This is an optimization exercise on Yosys and OpenROAD, whose aim is small area, not a production implementation. In this exercise RTL edits were held to simulation tests only and were not proved equivalent to the original.

==> branch cedar: inputs <==
// game_of_silicon
module game_of_silicon (
    input logic clk,
    input logic rst,
    input logic reset,
    input logic load,
    input logic [299:0] load_grid,
    output logic [299:0] grid_out,
    output logic [7:0] segment_pins,
    output logic [3:0] display_select,
    output logic [2:0] rgb,
    output logic vsync,
    output logic hsync
);
==> module gos_gen, before the edit <==
module gos_gen (
    input  logic [299:0] s,
    input  logic rst, reset,
    output logic [299:0] sn
);
  logic [299:0] y;
  logic [3:0] z;
  logic hs;
  genvar i;
  assign y[0] = ~s[3];
  for (i = 1; i < 300; i++) begin : xs
    if (i < 297) begin : g
      gos_xor2 u (.a(s[i]), .b(s[i+3]), .y(y[i]));
    end else begin : t
      assign y[i] = s[i];
    end
  end
  gos_selgen u_sel (.rst(rst), .reset(reset), .sh(y[1:0]), .z(z), .hs(hs));
  assign sn[0] = 1'b0;
  for (i = 1; i < 300; i++) begin : sb
    localparam int NY = (i < 3) ? i + 1 : 4;
    logic [3:0] yy;
    assign yy[0] = y[i];
    assign yy[1] = (i >= 1) ? y[(i >= 1) ? i-1 : 0] : 1'b0;
    assign yy[2] = (i >= 2) ? y[(i >= 2) ? i-2 : 0] : 1'b0;
    assign yy[3] = (i >= 3) ? y[(i >= 3) ? i-3 : 0] : 1'b0;
    gos_sbit #(.NY(NY)) u (.z(z), .hs(hs), .y(yy), .sq(s[i]), .d(sn[i]));
  end
endmodule
==> module game_of_silicon, before the edit <==
module game_of_silicon (
    input logic clk,
    input logic rst,
    input logic reset,
    input logic load,
    input logic [299:0] load_grid,
    output logic [299:0] grid_out,
    output logic [7:0] segment_pins,
    output logic [3:0] display_select,
    output logic [2:0] rgb,
    output logic vsync,
    output logic hsync
);
  logic [299:0] grid;
  logic [299:1] gen;        
  logic [6:0]   tcnt;       
  logic [3:0]   code;
  logic [5:0]   hs, vs;
  logic [4:0]   hc;
  logic [3:0]   vc;
  logic         pix_q;
  logic [299:0] grid_n, gen_n;
  logic [6:0]   tcnt_n;
  logic [3:0]   code_n;
  logic [5:0]   hs_n, vs_n;
  logic [4:0]   hc_n;
  logic [3:0]   vc_n;
  logic         pix;
  always_ff @(posedge clk) begin
    grid  <= grid_n;
    gen   <= gen_n[299:1];
    tcnt  <= tcnt_n;
    code  <= code_n;
    hs    <= hs_n;
    vs    <= vs_n;
    hc    <= hc_n;
    vc    <= vc_n;
    pix_q <= pix;
  end
  logic tick_display, tick_generation;
  gos_ticks u_ticks (.rst(rst), .t(tcnt), .t_n(tcnt_n), .td(tick_display), .tg(tick_generation));
  logic nsel_f, sel_h, sel_l, sel_s;
  gos_gridsel u_gsel (.rst(rst), .load(load), .reset(reset), .step(tick_generation),
                      .nsel_f(nsel_f), .sel_h(sel_h), .sel_l(sel_l), .sel_s(sel_s));
  logic [299:0] pn0, pk, pu0, pu1, pc0, pc1;
  gos_life u_life (.g(grid), .lg(load_grid), .sv({gen, 1'b0}), .nsel_f(nsel_f), .sel_h(sel_h),
                   .sel_l(sel_l), .sel_s(sel_s), .gn(grid_n),
                   .pn0(pn0), .pk(pk), .pu0(pu0), .pu1(pu1), .pc0(pc0), .pc1(pc1));
  gos_gen u_gen (.s({gen, 1'b0}), .rst(rst), .reset(reset), .sn(gen_n));
  logic [8:0] n;
  gos_count u_cnt (.g(grid), .pn0(pn0), .pk(pk), .pu0(pu0), .pu1(pu1), .pc0(pc0), .pc1(pc1), .n(n));
  gos_display u_disp (.n(n), .rst(rst), .tick(tick_display), .m(tcnt[5:4]), .code(code),
                      .code_n(code_n), .segment_pins(segment_pins),
                      .display_select(display_select));
  logic [19:0] colsel;
  logic [14:0] rowsel;
  gos_vga u_vga (.rst(rst), .hs(hs), .vs(vs), .hc(hc), .vc(vc), .hs_n(hs_n), .vs_n(vs_n),
                 .hc_n(hc_n), .vc_n(vc_n), .hsync(hsync), .vsync(vsync),
                 .colsel(colsel), .rowsel(rowsel));
  gos_pixel u_pix (.g(grid), .colsel(colsel), .rowsel(rowsel), .rst(rst), .pix(pix));
  assign grid_out = grid;
  assign rgb = {pix_q, 1'b0, pix_q};
endmodule
Settings: LEC_CHECK=0, ABC_AREA=0, CAP_MARGIN=20, CORE_MARGIN=2, CORE_UTILIZATION=45, SLEW_MARGIN=20, SYNTH_HIERARCHICAL=1; clock period 400.0 ns.
standard.sh (not shown) runs the stock make flow with config.mk's settings and CLKGATE_MAP_FILE= SYNTH_SCRIPT=/design/flow/synth_recipe.tcl, a recipe that flattens the netlist after the stock synthesis.
==> flow/flow/run.sh <==
#!/bin/bash
# Layout flow: the standard flow (standard.sh: ORFS synthesis to finish),
# with these changes to how the layout is made:
#  - the port buffers that ORFS puts on every input and output are the
#    smallest buffer cell (buf_1) instead of ORFS's default pick;
#  - placement keeps every net to at most 40 pins (flow/fanout.tcl);
#  - after global placement, the buffers that timing-driven placement put on
#    flip-flop outputs are taken out again (flow/unbuf.tcl);
#  - after the resize step, logic cells that drive only a few pins are swapped
#    to the smallest drive strength of the same function (flow/downsize.tcl),
#    placement buffers are made buf_2, and repair_design then fixes any slew
#    or capacitance limit;
#  - the clock tree uses larger sink clusters and no dummy loads.
# Every tool's output goes to standard_run.log here and to ORFS's own logs
# under orfs/logs.
set -o pipefail
HERE=$(pwd)
export BUFFER_PORTS_ARGS="-buffer_cell sky130_fd_sc_hd__buf_1"
export CTS_ARGS="-sink_clustering_enable -repair_clock_nets -dont_use_dummy_load -sink_clustering_size 8 -sink_clustering_max_diameter 50 -buf_list {sky130_fd_sc_hd__clkbuf_4 sky130_fd_sc_hd__clkbuf_8}"
export PRE_GLOBAL_PLACE_TCL="$HERE/flow/fanout.tcl"
export POST_GLOBAL_PLACE_TCL="$HERE/flow/unbuf.tcl"
export POST_RESIZE_TCL="$HERE/flow/downsize.tcl"
bash standard.sh > standard_run.log 2>&1
==> flow/flow/downsize.tcl <==
# Swap logic cells to the smallest drive strength of the same function when
# they drive only a few pins; repair_design afterwards fixes any slew or
# capacitance limit the smaller cells break.
set block [ord::get_db_block]
set db [ord::get_db]
set swapped 0
set saved 0.0
foreach inst [$block getInsts] {
  set master [$inst getMaster]
  set name [$master getName]
  if {![regexp {^(sky130_fd_sc_hd__[a-z0-9]+)_([0-9]+)$} $name -> base drive]} { continue }
  if {$drive <= 1} { continue }
  # leave clock-tree, delay and port buffers alone
  set short [string range $base 16 end]
  if {[regexp {^(clkbuf|clkinv|clkdly|dlygate|dlymetal|bufinv|buf|conb|diode|tap|fill|decap|df|dl|sdf|edf|sedf)} $short]} { continue }
  # fanout of the output pins
  set fanout 0
  foreach it [$inst getITerms] {
    if {[$it isOutputSignal]} {
      set net [$it getNet]
      if {$net ne "NULL"} { set fanout [expr {$fanout + [llength [$net getITerms]] - 1 + [llength [$net getBTerms]]}] }
    }
  }
  if {$fanout > 6} { continue }
  set best ""
  set best_area [expr {[$master getWidth] * [$master getHeight]}]
  foreach d {1 0} {
    set cand [$db findMaster ${base}_$d]
    if {$cand eq "NULL"} { continue }
    set a [expr {[$cand getWidth] * [$cand getHeight]}]
    if {$a < $best_area} { set best $cand; set best_area $a }
  }
  if {$best eq ""} { continue }
  set old [expr {[$master getWidth] * [$master getHeight]}]
  replace_cell [$inst getName] [$best getName]
  incr swapped
  set saved [expr {$saved + ($old - $best_area) / 1e6}]
}
# buffers that placement put into high-fanout nets: buf_2 is enough for
# nearly all of them (repair_design below upsizes any that is not)
set bufswapped 0
foreach inst [$block getInsts] {
  set name [[$inst getMaster] getName]
  if {![regexp {^sky130_fd_sc_hd__buf_([0-9]+)$} $name -> drive]} { continue }
  if {$drive <= 2} { continue }
  if {[string match input* [$inst getName]] || [string match output* [$inst getName]]} { continue }
  replace_cell [$inst getName] sky130_fd_sc_hd__buf_2
  incr bufswapped
}
puts "downsize: swapped $swapped cells, [format %.1f $saved] um2 less; $bufswapped buffers to buf_2"
estimate_parasitics -placement
repair_design
Other scripts of this flow, unchanged in this note and not shown: flow/flow/fanout.tcl, flow/flow/unbuf.tcl
==> branch harbor (differences from branch cedar) <==
--- a/flow/design.v
+++ b/flow/design.v
@@ -125,21 +125,29 @@
     input  logic rst, reset,
     output logic [299:0] sn
 );
-  logic [299:0] y;
+  logic [299:0] x, y;
+  logic [300:0] c;
   logic [3:0] z;
   logic hs;
+  assign c[1] = s[0];
+  assign x[0] = ~s[0];
   genvar i;
-  assign y[0] = ~s[3];
-  for (i = 1; i < 300; i++) begin : xs
+  for (i = 1; i < 300; i++) begin : inc
+    if (i < 299) begin : h
+      gos_ha u (.a(s[i]), .b(c[i]), .s(x[i]), .c(c[i+1]));
+    end else begin : t
+      gos_xor2 u (.a(s[i]), .b(c[i]), .y(x[i]));
+    end
+  end
+  for (i = 0; i < 300; i++) begin : xs
     if (i < 297) begin : g
-      gos_xor2 u (.a(s[i]), .b(s[i+3]), .y(y[i]));
+      gos_xor2 u (.a(x[i]), .b(x[i+3]), .y(y[i]));
     end else begin : t
-      assign y[i] = s[i];
+      assign y[i] = x[i];
     end
   end
   gos_selgen u_sel (.rst(rst), .reset(reset), .sh(y[1:0]), .z(z), .hs(hs));
-  assign sn[0] = 1'b0;
-  for (i = 1; i < 300; i++) begin : sb
+  for (i = 0; i < 300; i++) begin : sb
     localparam int NY = (i < 3) ? i + 1 : 4;
     logic [3:0] yy;
     assign yy[0] = y[i];
@@ -530,8 +538,7 @@
     output logic vsync,
     output logic hsync
 );
-  logic [299:0] grid;
-  logic [299:1] gen;        
+  logic [299:0] grid, gen;
   logic [6:0]   tcnt;       
   logic [3:0]   code;
   logic [5:0]   hs, vs;
@@ -547,7 +554,7 @@
   logic         pix;
   always_ff @(posedge clk) begin
     grid  <= grid_n;
-    gen   <= gen_n[299:1];
+    gen   <= gen_n;
     tcnt  <= tcnt_n;
     code  <= code_n;
     hs    <= hs_n;
@@ -562,10 +569,10 @@
   gos_gridsel u_gsel (.rst(rst), .load(load), .reset(reset), .step(tick_generation),
                       .nsel_f(nsel_f), .sel_h(sel_h), .sel_l(sel_l), .sel_s(sel_s));
   logic [299:0] pn0, pk, pu0, pu1, pc0, pc1;
-  gos_life u_life (.g(grid), .lg(load_grid), .sv({gen, 1'b0}), .nsel_f(nsel_f), .sel_h(sel_h),
+  gos_life u_life (.g(grid), .lg(load_grid), .sv(gen), .nsel_f(nsel_f), .sel_h(sel_h),
                    .sel_l(sel_l), .sel_s(sel_s), .gn(grid_n),
                    .pn0(pn0), .pk(pk), .pu0(pu0), .pu1(pu1), .pc0(pc0), .pc1(pc1));
-  gos_gen u_gen (.s({gen, 1'b0}), .rst(rst), .reset(reset), .sn(gen_n));
+  gos_gen u_gen (.s(gen), .rst(rst), .reset(reset), .sn(gen_n));
   logic [8:0] n;
   gos_count u_cnt (.g(grid), .pn0(pn0), .pk(pk), .pu0(pu0), .pu1(pu1), .pc0(pc0), .pc1(pc1), .n(n));
   gos_display u_disp (.n(n), .rst(rst), .tick(tick_display), .m(tcnt[5:4]), .code(code),
--- a/flow/flow/run.sh
+++ b/flow/flow/run.sh
@@ -16,7 +16,7 @@
 set -o pipefail
 HERE=$(pwd)
 export BUFFER_PORTS_ARGS="-buffer_cell sky130_fd_sc_hd__buf_1"
-export CTS_ARGS="-sink_clustering_enable -repair_clock_nets -dont_use_dummy_load -sink_clustering_size 8 -sink_clustering_max_diameter 50 -buf_list {sky130_fd_sc_hd__clkbuf_4 sky130_fd_sc_hd__clkbuf_8}"
+export CTS_ARGS="-sink_clustering_enable -repair_clock_nets -dont_use_dummy_load -sink_clustering_size 22 -sink_clustering_max_diameter 120 -buf_list {sky130_fd_sc_hd__clkbuf_8 sky130_fd_sc_hd__clkbuf_16}"
 export PRE_GLOBAL_PLACE_TCL="$HERE/flow/fanout.tcl"
 export POST_GLOBAL_PLACE_TCL="$HERE/flow/unbuf.tcl"
 export POST_RESIZE_TCL="$HERE/flow/downsize.tcl"
==> branch amber (differences from branch cedar) <==
--- a/flow/flow/run.sh
+++ b/flow/flow/run.sh
@@ -16,7 +16,7 @@
 set -o pipefail
 HERE=$(pwd)
 export BUFFER_PORTS_ARGS="-buffer_cell sky130_fd_sc_hd__buf_1"
-export CTS_ARGS="-sink_clustering_enable -repair_clock_nets -dont_use_dummy_load -sink_clustering_size 8 -sink_clustering_max_diameter 50 -buf_list {sky130_fd_sc_hd__clkbuf_4 sky130_fd_sc_hd__clkbuf_8}"
+export CTS_ARGS="-sink_clustering_enable -repair_clock_nets -dont_use_dummy_load -sink_clustering_size 22 -sink_clustering_max_diameter 120 -buf_list {sky130_fd_sc_hd__clkbuf_8 sky130_fd_sc_hd__clkbuf_16}"
 export PRE_GLOBAL_PLACE_TCL="$HERE/flow/fanout.tcl"
 export POST_GLOBAL_PLACE_TCL="$HERE/flow/unbuf.tcl"
 export POST_RESIZE_TCL="$HERE/flow/downsize.tcl"
==> branch quartz (differences from branch cedar) <==
--- a/flow/design.v
+++ b/flow/design.v
@@ -125,21 +125,29 @@
     input  logic rst, reset,
     output logic [299:0] sn
 );
-  logic [299:0] y;
+  logic [299:0] x, y;
+  logic [300:0] c;
   logic [3:0] z;
   logic hs;
+  assign c[1] = s[0];
+  assign x[0] = ~s[0];
   genvar i;
-  assign y[0] = ~s[3];
-  for (i = 1; i < 300; i++) begin : xs
+  for (i = 1; i < 300; i++) begin : inc
+    if (i < 299) begin : h
+      gos_ha u (.a(s[i]), .b(c[i]), .s(x[i]), .c(c[i+1]));
+    end else begin : t
+      gos_xor2 u (.a(s[i]), .b(c[i]), .y(x[i]));
+    end
+  end
+  for (i = 0; i < 300; i++) begin : xs
     if (i < 297) begin : g
-      gos_xor2 u (.a(s[i]), .b(s[i+3]), .y(y[i]));
+      gos_xor2 u (.a(x[i]), .b(x[i+3]), .y(y[i]));
     end else begin : t
-      assign y[i] = s[i];
+      assign y[i] = x[i];
     end
   end
   gos_selgen u_sel (.rst(rst), .reset(reset), .sh(y[1:0]), .z(z), .hs(hs));
-  assign sn[0] = 1'b0;
-  for (i = 1; i < 300; i++) begin : sb
+  for (i = 0; i < 300; i++) begin : sb
     localparam int NY = (i < 3) ? i + 1 : 4;
     logic [3:0] yy;
     assign yy[0] = y[i];
@@ -530,8 +538,7 @@
     output logic vsync,
     output logic hsync
 );
-  logic [299:0] grid;
-  logic [299:1] gen;        
+  logic [299:0] grid, gen;
   logic [6:0]   tcnt;       
   logic [3:0]   code;
   logic [5:0]   hs, vs;
@@ -547,7 +554,7 @@
   logic         pix;
   always_ff @(posedge clk) begin
     grid  <= grid_n;
-    gen   <= gen_n[299:1];
+    gen   <= gen_n;
     tcnt  <= tcnt_n;
     code  <= code_n;
     hs    <= hs_n;
@@ -562,10 +569,10 @@
   gos_gridsel u_gsel (.rst(rst), .load(load), .reset(reset), .step(tick_generation),
                       .nsel_f(nsel_f), .sel_h(sel_h), .sel_l(sel_l), .sel_s(sel_s));
   logic [299:0] pn0, pk, pu0, pu1, pc0, pc1;
-  gos_life u_life (.g(grid), .lg(load_grid), .sv({gen, 1'b0}), .nsel_f(nsel_f), .sel_h(sel_h),
+  gos_life u_life (.g(grid), .lg(load_grid), .sv(gen), .nsel_f(nsel_f), .sel_h(sel_h),
                    .sel_l(sel_l), .sel_s(sel_s), .gn(grid_n),
                    .pn0(pn0), .pk(pk), .pu0(pu0), .pu1(pu1), .pc0(pc0), .pc1(pc1));
-  gos_gen u_gen (.s({gen, 1'b0}), .rst(rst), .reset(reset), .sn(gen_n));
+  gos_gen u_gen (.s(gen), .rst(rst), .reset(reset), .sn(gen_n));
   logic [8:0] n;
   gos_count u_cnt (.g(grid), .pn0(pn0), .pk(pk), .pu0(pu0), .pu1(pu1), .pc0(pc0), .pc1(pc1), .n(n));
   gos_display u_disp (.n(n), .rst(rst), .tick(tick_display), .m(tcnt[5:4]), .code(code),
--- a/flow/flow/run.sh
+++ b/flow/flow/run.sh
@@ -8,15 +8,14 @@
 #    flip-flop outputs are taken out again (flow/unbuf.tcl);
 #  - after the resize step, logic cells that drive only a few pins are swapped
 #    to the smallest drive strength of the same function (flow/downsize.tcl),
-#    placement buffers are made buf_2, and repair_design then fixes any slew
-#    or capacitance limit;
+#    and repair_design then fixes any slew or capacitance limit;
 #  - the clock tree uses larger sink clusters and no dummy loads.
 # Every tool's output goes to standard_run.log here and to ORFS's own logs
 # under orfs/logs.
 set -o pipefail
 HERE=$(pwd)
 export BUFFER_PORTS_ARGS="-buffer_cell sky130_fd_sc_hd__buf_1"
-export CTS_ARGS="-sink_clustering_enable -repair_clock_nets -dont_use_dummy_load -sink_clustering_size 8 -sink_clustering_max_diameter 50 -buf_list {sky130_fd_sc_hd__clkbuf_4 sky130_fd_sc_hd__clkbuf_8}"
+export CTS_ARGS="-sink_clustering_enable -repair_clock_nets -dont_use_dummy_load -sink_clustering_size 22 -sink_clustering_max_diameter 120 -buf_list {sky130_fd_sc_hd__clkbuf_8 sky130_fd_sc_hd__clkbuf_16}"
 export PRE_GLOBAL_PLACE_TCL="$HERE/flow/fanout.tcl"
 export POST_GLOBAL_PLACE_TCL="$HERE/flow/unbuf.tcl"
 export POST_RESIZE_TCL="$HERE/flow/downsize.tcl"
--- a/flow/flow/downsize.tcl
+++ b/flow/flow/downsize.tcl
@@ -36,17 +36,6 @@
   incr swapped
   set saved [expr {$saved + ($old - $best_area) / 1e6}]
 }
-# buffers that placement put into high-fanout nets: buf_2 is enough for
-# nearly all of them (repair_design below upsizes any that is not)
-set bufswapped 0
-foreach inst [$block getInsts] {
-  set name [[$inst getMaster] getName]
-  if {![regexp {^sky130_fd_sc_hd__buf_([0-9]+)$} $name -> drive]} { continue }
-  if {$drive <= 2} { continue }
-  if {[string match input* [$inst getName]] || [string match output* [$inst getName]]} { continue }
-  replace_cell [$inst getName] sky130_fd_sc_hd__buf_2
-  incr bufswapped
-}
-puts "downsize: swapped $swapped cells, [format %.1f $saved] um2 less; $bufswapped buffers to buf_2"
+puts "downsize: swapped $swapped cells, [format %.1f $saved] um2 less"
 estimate_parasitics -placement
 repair_design
==> qor summary <==
|  | branch cedar | branch harbor | branch quartz | branch amber |
|---|---|---|---|---|
| Startpoint of the most critical register-to-register path | grid[42] | gen[1] | gen[1] | grid[42] |
| Cell with the largest stage delay on the worst path | sky130_fd_sc_hd__buf_2 | sky130_fd_sc_hd__buf_2 | sky130_fd_sc_hd__a2111oi_0 | sky130_fd_sc_hd__buf_2 |
| Buffers outside the clock class | 708 | 708 | 709 | 708 |
| Crit path to | grid[138] | gen[168] | vsync | grid[138] |
| Multi-input gate area in the final layout | 0.0439 mm2 | 0.0476 mm2 | 0.0476 mm2 | 0.0439 mm2 |
| Run status | complete, no violations | complete, no violations | complete, no violations | complete, no violations |
| Detailed-routing iteration count for the pre-antenna-repair pass | 14 | 15 | 13 | 14 |
| Routing usage on met3 | 8.27% | 8.22% | 8.18% | 7.81% |
| Final non-filler cell total | 7,533 | 7,868 | 7,870 | 7,451 |
| Via total after detailed routing | 53.1k | 55.5k | 55.4k | 52.5k |
| Top sig layer | met4 | met5 | met5 | met5 |
| Largest incremental delay on the critical path | 0.96 ns | 0.75 ns | 0.94 ns | 0.97 ns |
| Number of global-route vias before repair | 52.2k | 54.4k | 54.4k | 51.4k |
| Cell count after synthesis | 5,089 | 5,391 | 5,391 | 5,089 |
| Number of H-tree levels | 3 | 2 | 2 | 2 |
| First-iteration detailed-routing DRC count | 10.1k | 10.2k | 9,732 | 9,533 |
| Combined area of all synthesized cells | 0.0570 mm2 | 0.0608 mm2 | 0.0608 mm2 | 0.0570 mm2 |

## re-timing with driven ports
Ports are ideal in the flow. The routed layouts listed here were re-timed in OpenROAD.
Step 1 (the two cells are an assumption about what drives the block):
set clk [get_ports {clk}]
set_driving_cell -lib_cell sky130_fd_sc_hd__clkbuf_16 $clk
set_driving_cell -lib_cell sky130_fd_sc_hd__buf_2 [delete_from_list [all_inputs] $clk]
Step 2 times the ports against the registers' clock, not the clock port: input delays grow and output delays shrink by t, the midpoint of the rising clock arrivals with the driver on.
Three values: ideal, step 1, step 2; two values: the first two.
run | shift t [ns] | setup slack, ns | hold WS [ns]
branch cedar | 0.919 | 315.775 / 315.832 / 314.913 | 0.441 / 0.441 / 0.441
branch harbor | 0.725 | 316.176 / 316.227 / 315.502 | 0.448 / 0.448 / 0.448
branch amber | 0.716 | 315.589 / 315.644 / 314.928 | 0.456 / 0.456 / 0.456
branch quartz | 0.720 | 317.121 / 317.039 / 316.521 | 0.455 / 0.455 / 0.455
After both steps every run listed still meets setup and hold. For branch cedar, which loses most, drivers alone change the setup slack by +0.057 ns; drivers and shift together by -0.862 ns.
